Context: an optimization exercise on an open-source flow, tuned for small area, a short achievable clock period and few clock cycles per item. The choices shown serve that exercise and are no tape-out recipe.
Function was checked by simulation only, so behaviour that the tests miss may differ from the original.
Power and IR drop assume default switching activity.

## run D
==> flow/design.v (excerpt) <==
module MDC(
    clk, rst_n, in_valid, in_data, in_mode,
    out_valid, out_data
);
Size in the first run: ~5500 cells after synthesis, roughly 630 flip-flops, about 240 I/O pins.
Settings: LEC_CHECK=0, CAP_MARGIN=20, CORE_MARGIN=2, CORE_UTILIZATION=55, PLACE_DENSITY=0.72, SLEW_MARGIN=20; clock period 22.0 ns.
standard.sh (not shown) runs the stock make flow with config.mk's settings and CLKGATE_MAP_FILE= SYNTH_SCRIPT=/design/flow/synth_recipe.tcl, a recipe that flattens the netlist after the stock synthesis.
==> flow/flow/run.sh <==
#!/bin/bash
# The standard ORFS layout (the standard.sh) with three changes to how it is
# made; the SDC and the clock period are unchanged:
#  - repair_timing is asked to leave 15.5 ns of setup slack at the 22 ns clock,
#    so it works on every path longer than 6.5 ns;
#  - the port buffers that buffer_ports inserts are buf_4 cells instead of the
#    delay cells it picks by default;
#  - the resizer may swap a cell for one with a different footprint.
set -euo pipefail
bash standard.sh SETUP_SLACK_MARGIN=15.5 MATCH_CELL_FOOTPRINT=0 \
  "BUFFER_PORTS_ARGS=-buffer_cell sky130_fd_sc_hd__buf_4" finish > orfs_flow.log 2>&1
Testbench counts of run D, summed over its fixed seeds: cycles 9,216, items 512.
For run C, these inputs were changed with respect to run D:
Settings: an added CTS_CLUSTER_SIZE of 30; an added CTS_CLUSTER_DIAMETER of 60.
diff --git a/flow/flow/run.sh b/flow/flow/run.sh
--- a/flow/flow/run.sh
+++ b/flow/flow/run.sh
@@ -6 +6 @@
-#  - the port buffers that buffer_ports inserts are buf_4 cells instead of the
+#  - the port buffers that buffer_ports inserts are buf_2 cells instead of the
@@ -11 +11 @@
-  "BUFFER_PORTS_ARGS=-buffer_cell sky130_fd_sc_hd__buf_4" finish > orfs_flow.log 2>&1
+  "BUFFER_PORTS_ARGS=-buffer_cell sky130_fd_sc_hd__buf_2" finish > orfs_flow.log 2>&1
Results
Run C | stages: all done | timing, DRC, antenna: all pass. DRC violation total after the first TritonRoute iteration, run D and run C: lower on run D. Relative contribution of combinational cells to total power in run C vs run D: up 0.6 points. As far as global-route usage is concerned, run C and run D perform about the same.

---

Starting RTL as in the previous note.
Settings: LEC_CHECK=0, CAP_MARGIN=20, CORE_MARGIN=2, CORE_UTILIZATION=55, PLACE_DENSITY=0.72, SLEW_MARGIN=20; clock period 22.0 ns.
==> flow/flow/run.sh <==
#!/bin/bash
# The standard ORFS layout (the standard.sh) with three changes to how it is
# made; the SDC and the clock period are unchanged:
#  - repair_timing is asked to leave 15.5 ns of setup slack at the 22 ns clock,
#    so it works on every path longer than 6.5 ns;
#  - the port buffers that buffer_ports inserts are buf_2 cells instead of the
#    delay cells it picks by default;
#  - the resizer may swap a cell for one with a different footprint.
set -euo pipefail
bash standard.sh SETUP_SLACK_MARGIN=15.5 MATCH_CELL_FOOTPRINT=0 \
  "BUFFER_PORTS_ARGS=-buffer_cell sky130_fd_sc_hd__buf_2" finish > orfs_flow.log 2>&1
The starting point ran to the end with no violations.
Testbench counts at the start, summed over its fixed seeds: cycles 9,216, items 512.
Edit:
--- a/flow/flow/run.sh
+++ b/flow/flow/run.sh
@@ -4,2 +4,2 @@
-#  - repair_timing is asked to leave 15.5 ns of setup slack at the 22 ns clock,
-#    so it works on every path longer than 6.5 ns;
+#  - repair_timing is asked to leave 15.75 ns of setup slack at the 22 ns clock,
+#    so it works on every path longer than 6.25 ns;
@@ -10 +10 @@
-bash standard.sh SETUP_SLACK_MARGIN=15.5 MATCH_CELL_FOOTPRINT=0 \
+bash standard.sh SETUP_SLACK_MARGIN=15.75 MATCH_CELL_FOOTPRINT=0 \
Total power is higher slightly.
Global-route usage rises by 0.46 points.
Sequential power hardly moves.
Non-clock buffer count climbs by 41.
Combinational power climbs by a few percent.
Edit:
--- a/flow/flow/run.sh
+++ b/flow/flow/run.sh
@@ -4,2 +4,2 @@
-#  - repair_timing is asked to leave 15.75 ns of setup slack at the 22 ns clock,
-#    so it works on every path longer than 6.25 ns;
+#  - repair_timing is asked to leave 15.5 ns of setup slack at the 22 ns clock,
+#    so it works on every path longer than 6.5 ns;
@@ -10 +10 @@
-bash standard.sh SETUP_SLACK_MARGIN=15.75 MATCH_CELL_FOOTPRINT=0 \
+bash standard.sh SETUP_SLACK_MARGIN=15.5 MATCH_CELL_FOOTPRINT=0 \
- ABC_AREA: unset -> 1
=> Final cell count rose by 23%; setup slack degrades by 0.35 ns; non-clock buffer count fell by 34; critical path depth went up by 13; maximum frequency is lower by 5.1%; clock power is higher by about 4%; global-route usage came out higher by 11 points; die area rose by 3.4%; routed wire length came out higher by 28%; combinational power rises by about 8%.

==> port drivers added, routing unchanged <==
How much do the figures lean on ideal ports? The routed layouts below were timed once more, with nothing changed but the port constraints.
Step 1 sets driving cells, clkbuf_16 on the clock port and buf_2 on the other inputs (assumed; they add their load-dependent delay and slew).
Step 2 adds t to the input delays and takes it off the output delays; t is the mean of the earliest and latest rising clock arrival at the registers after step 1. Input paths then give back, and output paths get back, about the clock's delay inside the block.
Slacks: no drivers / after step 1 / after step 2; pairs: no drivers / after step 1.
run | shift t [ns] | setup slack, ns | worst data-port slew with drivers (ns) | cell pins on the clock port's net
run D | 0.724 | 15.334 / 15.334 / 14.888 | 0.04 | 1
run C | 0.764 | 15.456 / 15.406 / 14.915 | 0.07 | 1
the first run of note 2 | 0.739 | 15.472 / 15.395 / 14.949 | 0.06 | 1
the second run of note 2 | 0.724 | 15.614 / 15.536 / 15.154 | 0.08 | 1
the third run of note 2 | 0.777 | 15.268 / 15.268 / 14.729 | 0.08 | 1
After both steps setup and hold are still met in every run listed. For run C, which loses most, drivers alone change the setup slack by -0.050 ns; drivers and shift together by -0.541 ns.
